From an optimization exercise on the open Yosys and OpenROAD flow, aimed at small area, a short achievable clock period and few clock cycles; shortcuts taken in it are not production practice. RTL that was checked went through simulation tests only; none was proved equivalent to the original. Power is estimated from default activity; no workload was simulated. The flow treats the clock pin as an ideal source, which a real chip does not have.

==> inputs of trial 59 <==
==> flow/design.v <==
`timescale 1 ns/1 ns
module Tresholding(Go, P_Addr, P_Data, B_Addr, I_RW, I_En, O_RW, O_En, Done, T_Out, Clk, Rst);
	input Go;
	input [7:0] P_Data;
	output reg [16:0] P_Addr, B_Addr;
	output [7:0] T_Out;
	output I_RW, O_RW;
	output reg I_En, O_En, Done;
	input Clk, Rst;
	localparam K  = 8;           
	localparam L  = K + 4;       
	localparam NS = 320 / K;     
	localparam RW = 4;             
	assign I_RW = 1'b0;
	assign O_RW = 1'b1;
	reg         busy;            
	reg         run;             
	reg [RW-1:0] r;              
	reg [7:0]   cc;              
	reg [5:0]   s;               
	wire start   = Go & (~busy | Done);
	wire r_last  = (r == L-1);
	wire s_last  = (s == NS-1);
	wire c_end   = s_last ? (cc == 8'd241) : (cc == 8'd239);
	wire f_last  = r_last & s_last & (cc == 8'd241);
	wire rd_ok   = run & (cc < 8'd240) & ~((s == 0) & (r < 2)) & ~(s_last & (r >= L-2));
	wire ov      = run & (r >= 4) & ((cc >= 8'd2) | (s != 0));
	wire [1:0] otype = ~ov ? 2'd0 : ~r_last ? 2'd1 :
	                   ((cc == 8'd1) | (cc == 8'd241)) ? 2'd3 : 2'd2;
	always @(posedge Clk) begin
		if (Rst) begin
			busy <= 1'b0;
			run  <= 1'b0;
		end else begin
			if (start) begin
				busy <= 1'b1;
				run  <= 1'b1;
			end else begin
				if (Done) busy <= 1'b0;
				if (f_last) run <= 1'b0;
			end
		end
	end
	always @(posedge Clk) begin
		if (start) begin
			r  <= 0;
			cc <= 0;
			s  <= 0;
		end else if (run) begin
			if (r_last) begin
				r <= 0;
				if (c_end) begin
					cc <= 0;
					s  <= s + 1'b1;
				end else
					cc <= cc + 1'b1;
			end else
				r <= r + 1'b1;
		end
	end
	reg p_r0, p_c0;                  
	always @(posedge Clk) begin
		if (start) begin
			p_r0 <= 1'b1;
			p_c0 <= 1'b1;
		end else if (run) begin
			p_r0 <= r_last;
			p_c0 <= r_last & c_end;
		end
	end
	always @(posedge Clk) begin
		if (start)
			P_Addr <= 17'd479;
		else if (~p_r0)
			P_Addr <= P_Addr + 17'd240;
		else if (~p_c0)
			P_Addr <= P_Addr - (17'd240*(L-1) - 17'd1);
		else
			P_Addr <= P_Addr - 17'd959;
	end
	reg       rv, rvd;
	reg [3:0] m1, m2, m3;            
	reg [1:0] ot1, ot2, ot3, ot4, ot5, ot6, ot7;
	always @(posedge Clk) begin
		if (Rst) begin
			I_En <= 1'b0;
			rv   <= 1'b0;
			rvd  <= 1'b0;
			ot1 <= 0; ot2 <= 0; ot3 <= 0; ot4 <= 0; ot5 <= 0; ot6 <= 0;
			O_En <= 1'b0;
			Done <= 1'b0;
		end else begin
			I_En <= rd_ok;
			rv   <= I_En;
			rvd  <= rv;
			ot1  <= otype;
			ot2  <= ot1;
			ot3  <= ot2;
			ot4  <= ot3;
			ot5  <= ot4;
			ot6  <= ot5;
			O_En <= (ot6 != 2'd0);
			Done <= (ot6 == 2'd3) & ~run;
		end
	end
	always @(posedge Clk) begin
		m1 <= {(cc == 8'd0) | (cc == 8'd1), (cc == 8'd1), (cc == 8'd2), (cc == 8'd2) | (cc == 8'd3)};
		m2 <= m1;
		m3 <= m2;
		ot7 <= ot6;
	end
	always @(posedge Clk) begin
		if (start)
			B_Addr <= 17'd0;
		else if (O_En) begin
			if (ot7 == 2'd1)
				B_Addr <= B_Addr + 17'd240;
			else if (ot7 == 2'd2)
				B_Addr <= B_Addr - (17'd240*(K-1) - 17'd1);
			else
				B_Addr <= B_Addr + 17'd1;
		end
	end
	localparam N = 4*L;
	reg [7:0] sr [0:N-1];
	reg [7:0] pd;                    
	wire [7:0] din = rvd ? pd : 8'd0;
	integer i;
	always @(posedge Clk) begin
		pd    <= P_Data;
		sr[0] <= din;
		for (i = 1; i < N; i = i + 1)
			sr[i] <= sr[i-1];
	end
	wire [7:0] x4 = m3[3] ? 8'd0 : din;
	wire [7:0] x3 = m3[2] ? 8'd0 : sr[L-1];
	wire [7:0] x2 = sr[2*L-1];
	wire [7:0] x1 = m3[1] ? 8'd0 : sr[3*L-1];
	wire [7:0] x0 = m3[0] ? 8'd0 : sr[4*L-1];
	reg [8:0]  a04, a13;
	reg [10:0] c7;
	always @(posedge Clk) begin
		a04 <= x0 + x4;
		a13 <= x1 + x3;
		c7  <= {x2, 3'b000} - x2;
	end
	wire [7:0] c2 = sr[2*L];         
	reg [12:0] G;
	reg [16:0] X3;
	always @(posedge Clk) begin
		G   <= a04 + {a13, 2'b00} + c7;
		X3  <= {~c2, 8'd0} + {~c2, 3'd0} - {a13, 1'b0} - 17'd2040;
	end
	wire [7:0] c3 = sr[2*L+1];       
	reg [12:0] H0;
	reg [14:0] H1;
	reg [16:0] H3;
	always @(posedge Clk) begin
		H0 <= G;
		H1 <= {G, 2'b00} - {c3, 1'b0};
		H3 <= {G, 3'b000} - G + X3;
	end
	reg [12:0] Q1;
	reg [14:0] Q2;
	reg [16:0] Q3, Q4;
	wire [17:0] acc = Q4 + H0;
	reg  t;
	always @(posedge Clk) begin
		Q1 <= H0;
		Q2 <= Q1 + H1;
		Q3 <= Q2 + H3;
		Q4 <= Q3 + H1;
		t  <= acc[17] | acc[16];
	end
	assign T_Out = {8{t}};
endmodule
==> flow/flow/run.sh <==
#!/bin/bash
# The standard layout, with ORFS's timing repair aiming at a larger setup
# margin and a clock tree without dummy loads.
bash standard.sh SETUP_SLACK_MARGIN=5.4 "CTS_ARGS=-sink_clustering_enable -repair_clock_nets -dont_use_dummy_load -root_buf sky130_fd_sc_hd__clkbuf_16 -buf_list sky130_fd_sc_hd__clkbuf_16 -sink_clustering_size 36 -sink_clustering_max_diameter 100" finish > standard.log 2>&1
==> flow/standard.sh <==
#!/bin/bash
# synth_recipe.tcl (not shown) runs the flow's synth.tcl, then flattens the netlist and writes it again
# the make line also repeats each setting of config.mk as NAME=value (left out here)
make -C /OpenROAD-flow-scripts/flow DESIGN_CONFIG=/design/flow/config.mk WORK_HOME=/design/flow/orfs CLKGATE_MAP_FILE= SYNTH_SCRIPT=/design/flow/synth_recipe.tcl "${@:-finish}"
==> flow/config.mk <==
export PLATFORM = sky130hd
export DESIGN_NAME = Tresholding
export DESIGN_NICKNAME = Tresholding
export VERILOG_FILES = /design/flow/design.v
export SDC_FILE = /design/flow/constraint.sdc
export NUM_CORES = 4
export LEC_CHECK = 0
export CAP_MARGIN = 20
export CORE_MARGIN = 2
export CORE_UTILIZATION = 40
export CTS_BUF_LIST = sky130_fd_sc_hd__clkbuf_8
export SETUP_SLACK_MARGIN = 5
export SLEW_MARGIN = 20
==> flow/constraint.sdc <==
create_clock -name core_clock -period 8.0 [get_ports {Clk}]
set_input_delay 1.6000 -clock core_clock [delete_from_list [all_inputs] [get_ports {Clk}]]
set_output_delay 1.6000 -clock core_clock [all_outputs]
set_load 0.01 [all_outputs]
==> inputs of trial 64, as changes to trial 59 <==
==> flow/design.v (replaced) <==
`timescale 1 ns/1 ns
module Tresholding(Go, P_Addr, P_Data, B_Addr, I_RW, I_En, O_RW, O_En, Done, T_Out, Clk, Rst);
	input Go;
	input [7:0] P_Data;
	output reg [16:0] P_Addr, B_Addr;
	output [7:0] T_Out;
	output I_RW, O_RW;
	output reg I_En, O_En, Done;
	input Clk, Rst;
	localparam K  = 8;           
	localparam L  = K + 4;       
	localparam NS = 320 / K;     
	localparam RW = 4;             
	assign I_RW = 1'b0;
	assign O_RW = 1'b1;
	reg         busy;            
	reg         run;             
	reg [RW-1:0] r;              
	reg [7:0]   cc;              
	reg [5:0]   s;               
	wire start   = Go & (~busy | Done);
	wire r_last  = (r == L-1);
	wire s_last  = (s == NS-1);
	wire c_end   = s_last ? (cc == 8'd241) : (cc == 8'd239);
	wire f_last  = r_last & s_last & (cc == 8'd241);
	wire rd_ok   = run & (cc < 8'd240) & ~((s == 0) & (r < 2)) & ~(s_last & (r >= L-2));
	wire ov      = run & (r >= 4) & ((cc >= 8'd2) | (s != 0));
	wire o_rlast = r_last;
	wire o_c239  = (cc == 8'd1) | (cc == 8'd241);
	wire [2:0] mcode = (cc == 8'd0) ? 3'd1 : (cc == 8'd1) ? 3'd2 : (cc == 8'd2) ? 3'd3 :
	                   (cc == 8'd3) ? 3'd4 : 3'd0;
	always @(posedge Clk) begin
		if (Rst) begin
			busy <= 1'b0;
			run  <= 1'b0;
		end else begin
			if (start) begin
				busy <= 1'b1;
				run  <= 1'b1;
			end else begin
				if (Done) busy <= 1'b0;
				if (f_last) run <= 1'b0;
			end
		end
	end
	always @(posedge Clk) begin
		if (start) begin
			r  <= 0;
			cc <= 0;
			s  <= 0;
		end else if (run) begin
			if (r_last) begin
				r <= 0;
				if (c_end) begin
					cc <= 0;
					s  <= s + 1'b1;
				end else
					cc <= cc + 1'b1;
			end else
				r <= r + 1'b1;
		end
	end
	always @(posedge Clk) begin
		if (start)
			P_Addr <= 17'd479;
		else if (r != 0)
			P_Addr <= P_Addr + 17'd240;
		else if (cc != 0)
			P_Addr <= P_Addr - (17'd240*(L-1) - 17'd1);
		else
			P_Addr <= P_Addr - 17'd959;
	end
	reg       rv;
	reg [2:0] m1, m2, m3;
	reg [3:0] ov1, ov2, ov3, ov4;    
	reg       o_rl5, o_c5;
	always @(posedge Clk) begin
		if (Rst) begin
			I_En <= 1'b0;
			rv   <= 1'b0;
			ov1 <= 0; ov2 <= 0; ov3 <= 0; ov4 <= 0;
			O_En <= 1'b0;
			Done <= 1'b0;
		end else begin
			I_En <= rd_ok;
			rv   <= I_En;
			ov1  <= {f_last, o_c239, o_rlast, ov};
			ov2  <= ov1;
			ov3  <= ov2;
			ov4  <= ov3;
			O_En <= ov4[0];
			Done <= ov4[3];
		end
	end
	always @(posedge Clk) begin
		m1 <= mcode; m2 <= m1; m3 <= m2;
		o_rl5 <= ov4[1];
		o_c5  <= ov4[2];
	end
	always @(posedge Clk) begin
		if (start)
			B_Addr <= 17'd0;
		else if (O_En) begin
			if (~o_rl5)
				B_Addr <= B_Addr + 17'd240;
			else if (~o_c5)
				B_Addr <= B_Addr - (17'd240*(K-1) - 17'd1);
			else
				B_Addr <= B_Addr + 17'd1;
		end
	end
	localparam N = 4*L + 1;
	reg [7:0] sr [0:N-1];
	integer i;
	always @(posedge Clk) begin
		sr[0] <= rv ? P_Data : 8'd0;
		for (i = 1; i < N; i = i + 1)
			sr[i] <= sr[i-1];
	end
	wire mx4 = (m3 == 3'd1) | (m3 == 3'd2);
	wire mx3 = (m3 == 3'd2);
	wire mx1 = (m3 == 3'd3);
	wire mx0 = (m3 == 3'd3) | (m3 == 3'd4);
	wire [7:0] x4 = mx4 ? 8'd0 : sr[0];
	wire [7:0] x3 = mx3 ? 8'd0 : sr[L];
	wire [7:0] x2 = sr[2*L];
	wire [7:0] x1 = mx1 ? 8'd0 : sr[3*L];
	wire [7:0] x0 = mx0 ? 8'd0 : sr[4*L];
	wire [8:0] s04 = x0 + x4;
	wire [8:0] s13 = x1 + x3;
	reg [12:0] H0;
	reg [14:0] H1;
	reg [16:0] H2;
	always @(posedge Clk) begin
		H0 <= s04 + 4*s13 + 7*x2;
		H1 <= 4*s04 + 16*s13 + 26*x2;
		H2 <= 7*s04 + 26*s13 + 41*x2 + {~x2, 8'd0};
	end
	reg [12:0] Q1;
	reg [14:0] Q2;
	reg [16:0] Q3, Q4;
	wire [17:0] acc = Q4 + H0;
	reg  t;
	always @(posedge Clk) begin
		Q1 <= H0;
		Q2 <= Q1 + H1;
		Q3 <= Q2 + H2;
		Q4 <= Q3 + H1;
		t  <= acc[17] | acc[16];
	end
	assign T_Out = {8{t}};
endmodule
==> flow/run.sh (new file) <==
#!/bin/bash
# synth_recipe.tcl (not shown) runs the flow's synth.tcl, then flattens the netlist and writes it again
# the make line also repeats each setting of config.mk as NAME=value (left out here)
make -C /OpenROAD-flow-scripts/flow DESIGN_CONFIG=/design/flow/config.mk WORK_HOME=/design/flow/orfs CLKGATE_MAP_FILE= SYNTH_SCRIPT=/design/flow/synth_recipe.tcl finish
- CTS_BUF_LIST: sky130_fd_sc_hd__clkbuf_8 -> default
- SETUP_SLACK_MARGIN: 5 -> default
removed: flow/flow/run.sh
removed: flow/standard.sh
==> inputs of build 49, as changes to trial 59 <==
==> flow/design.v (replaced) <==
`timescale 1 ns/1 ns
module Tresholding(Go, P_Addr, P_Data, B_Addr, I_RW, I_En, O_RW, O_En, Done, T_Out, Clk, Rst);
	input Go;
	input [7:0] P_Data;
	output reg [16:0] P_Addr, B_Addr;
	output [7:0] T_Out;
	output I_RW, O_RW;
	output reg I_En, O_En, Done;
	input Clk, Rst;
	localparam K  = 8;           
	localparam L  = K + 4;       
	localparam NS = 320 / K;     
	localparam RW = 4;             
	assign I_RW = 1'b0;
	assign O_RW = 1'b1;
	reg         busy;            
	reg         run;             
	reg [RW-1:0] r;              
	reg [7:0]   cc;              
	reg [5:0]   s;               
	wire start   = Go & (~busy | Done);
	wire r_last  = (r == L-1);
	wire s_last  = (s == NS-1);
	wire c_end   = s_last ? (cc == 8'd241) : (cc == 8'd239);
	wire f_last  = r_last & s_last & (cc == 8'd241);
	wire rd_ok   = run & (cc < 8'd240) & ~((s == 0) & (r < 2)) & ~(s_last & (r >= L-2));
	wire ov      = run & (r >= 4) & ((cc >= 8'd2) | (s != 0));
	wire o_rlast = r_last;
	wire o_c239  = (cc == 8'd1) | (cc == 8'd241);
	wire [2:0] mcode = (cc == 8'd0) ? 3'd1 : (cc == 8'd1) ? 3'd2 : (cc == 8'd2) ? 3'd3 :
	                   (cc == 8'd3) ? 3'd4 : 3'd0;
	always @(posedge Clk) begin
		if (Rst) begin
			busy <= 1'b0;
			run  <= 1'b0;
		end else begin
			if (start) begin
				busy <= 1'b1;
				run  <= 1'b1;
			end else begin
				if (Done) busy <= 1'b0;
				if (f_last) run <= 1'b0;
			end
		end
	end
	always @(posedge Clk) begin
		if (start) begin
			r  <= 0;
			cc <= 0;
			s  <= 0;
		end else if (run) begin
			if (r_last) begin
				r <= 0;
				if (c_end) begin
					cc <= 0;
					s  <= s + 1'b1;
				end else
					cc <= cc + 1'b1;
			end else
				r <= r + 1'b1;
		end
	end
	always @(posedge Clk) begin
		if (start)
			P_Addr <= 17'd479;
		else if (r != 0)
			P_Addr <= P_Addr + 17'd240;
		else if (cc != 0)
			P_Addr <= P_Addr - (17'd240*(L-1) - 17'd1);
		else
			P_Addr <= P_Addr - 17'd959;
	end
	reg       rv;
	reg [3:0] m1, m2;                
	reg [3:0] ov1, ov2, ov3, ov4;    
	reg       o_rl5, o_c5;
	always @(posedge Clk) begin
		if (Rst) begin
			I_En <= 1'b0;
			rv   <= 1'b0;
			ov1 <= 0; ov2 <= 0; ov3 <= 0; ov4 <= 0;
			O_En <= 1'b0;
			Done <= 1'b0;
		end else begin
			I_En <= rd_ok;
			rv   <= I_En;
			ov1  <= {f_last, o_c239, o_rlast, ov};
			ov2  <= ov1;
			ov3  <= ov2;
			ov4  <= ov3;
			O_En <= ov4[0];
			Done <= ov4[3];
		end
	end
	always @(posedge Clk) begin
		m1 <= {(cc == 8'd0) | (cc == 8'd1), (cc == 8'd1), (cc == 8'd2), (cc == 8'd2) | (cc == 8'd3)};
		m2 <= m1;
		o_rl5 <= ov4[1];
		o_c5  <= ov4[2];
	end
	always @(posedge Clk) begin
		if (start)
			B_Addr <= 17'd0;
		else if (O_En) begin
			if (~o_rl5)
				B_Addr <= B_Addr + 17'd240;
			else if (~o_c5)
				B_Addr <= B_Addr - (17'd240*(K-1) - 17'd1);
			else
				B_Addr <= B_Addr + 17'd1;
		end
	end
	localparam N = 4*L;
	reg [7:0] sr [0:N-1];
	wire [7:0] din = rv ? P_Data : 8'd0;
	integer i;
	always @(posedge Clk) begin
		sr[0] <= din;
		for (i = 1; i < N; i = i + 1)
			sr[i] <= sr[i-1];
	end
	wire [7:0] x4 = m2[3] ? 8'd0 : din;
	wire [7:0] x3 = m2[2] ? 8'd0 : sr[L-1];
	wire [7:0] x2 = sr[2*L-1];
	wire [7:0] x1 = m2[1] ? 8'd0 : sr[3*L-1];
	wire [7:0] x0 = m2[0] ? 8'd0 : sr[4*L-1];
	reg [8:0] a04, a13;
	reg [7:0] c2;
	always @(posedge Clk) begin
		a04 <= x0 + x4;
		a13 <= x1 + x3;
		c2  <= x2;
	end
	reg [12:0] G;
	reg [16:0] X3;
	reg [7:0]  c2d;
	always @(posedge Clk) begin
		G   <= a04 + {a13, 2'b00} + {c2, 3'b000} - c2;
		X3  <= {~c2, 8'd0} + {~c2, 3'd0} - {a13, 1'b0} - 17'd2040;
		c2d <= c2;
	end
	reg [12:0] Q1;
	reg [14:0] Q2;
	reg [16:0] Q3, Q4;
	wire [17:0] acc = Q4 + G;
	reg  t;
	always @(posedge Clk) begin
		Q1 <= G;
		Q2 <= Q1 + {G, 2'b00} - {c2d, 1'b0};
		Q3 <= Q2 + {G, 3'b000} - G + X3;
		Q4 <= Q3 + {G, 2'b00} - {c2d, 1'b0};
		t  <= acc[17] | acc[16];
	end
	assign T_Out = {8{t}};
endmodule
==> flow/run.sh (new file) <==
#!/bin/bash
# synth_recipe.tcl (not shown) runs the flow's synth.tcl, then flattens the netlist and writes it again
# the make line also repeats each setting of config.mk as NAME=value (left out here)
make -C /OpenROAD-flow-scripts/flow DESIGN_CONFIG=/design/flow/config.mk WORK_HOME=/design/flow/orfs CLKGATE_MAP_FILE= SYNTH_SCRIPT=/design/flow/synth_recipe.tcl finish
- CTS_BUF_LIST: sky130_fd_sc_hd__clkbuf_8 -> default
- SETUP_SLACK_MARGIN: 5 -> default
removed: flow/flow/run.sh
removed: flow/standard.sh
==> metrics.md <==
| Metric | Value |
|---|---|
| Met3 routed WL | 1320 µm |
| DRT met1 WL | 17100 µm |
| Combinational share of power | 37.1% |
| Xor/xnor cell area share of the yosys netlist | 4.56% |
| Int Pwr | 0.00630 W |
| Crit path arrival time | 1920 ps |
| Finished Core Util | 46.5% |
| Slew headroom | 35.9% |
| First-pass GRT wire length | 59800 µm |
| Max incr delay on CP | 660 ps |
| Outcome | no timing/DRC/antenna violations |
| Multiplexer area fraction after synthesis | 0.298% |
| Num sequential | 578 |
| Filler instances | 4613 |
| Multi-input logic cell count | 991 |
[end of results for build 49]
==> metrics.md <==
| Metric | Value |
|---|---|
| Combinational share of power | 21.7% |
| Slew headroom | 45.2% |
| Met3 routed WL | 1060 µm |
| Outcome | no timing/DRC/antenna violations |
| Multi-input logic cell count | 1055 |
| Xor/xnor cell area share of the yosys netlist | 5.66% |
| First-pass GRT wire length | 62300 µm |
| Filler instances | 4824 |
| DRT met1 WL | 17900 µm |
| Crit path arrival time | 1110 ps |
| Max incr delay on CP | 380 ps |
[end of results for trial 59]
==> metrics.md <==
| Metric | Value |
|---|---|
| Finished Core Util | 46.3% |
| Outcome | no timing/DRC/antenna violations |
| DRT met1 WL | 20000 µm |
| Int Pwr | 0.00500 W |
| Xor/xnor cell area share of the yosys netlist | 5.04% |
| Met3 routed WL | 1770 µm |
| Num sequential | 582 |
| Max incr delay on CP | 540 ps |
| Filler instances | 5263 |
[end of results for trial 64]
Testbench counts of trial 59, summed over its fixed seeds: cycles 345,693.
Testbench counts of trial 64, summed over its fixed seeds: cycles 345,687.
The RTL of build 49 was laid out without a check of its function.

[port drivers added, routing unchanged]
No port has a modelled driver above. Below, the same layouts with a new extraction and two added sets of constraints.
Step 1 assumes that a clkbuf_16 drives the clock port and a buf_2 every other input.
Step 2 moves the port delays by t, midway between the first and last clock arrival at a register: inputs arrive t later, outputs are due t later. That takes back most of the time a late clock gives input paths.
a / b / c = ideal ports / drivers / drivers and shift; a / b = the first two.
run | t, ns | setup slack, ns | hold WS [ns] | worst register clock-pin slew, ns | pins driven straight from the clock port
trial 59 | 0.617 | 5.294 / 5.236 / 4.917 | 0.251 / 0.251 / 0.251 | 0.13 / 0.13 | 1
trial 64 | 0.657 | 0.518 / 0.518 / 0.518 | 0.309 / 0.309 / 0.309 | 0.07 / 0.07 | 1
build 49 | 0.647 | 4.485 / 4.431 / 4.157 | 0.300 / 0.300 / 0.300 | 0.07 / 0.07 | 1
After both steps setup and hold are still met in every run listed. The setup slack of trial 59, which loses most, moves by -0.058 ns with the drivers and by -0.377 ns with both steps.
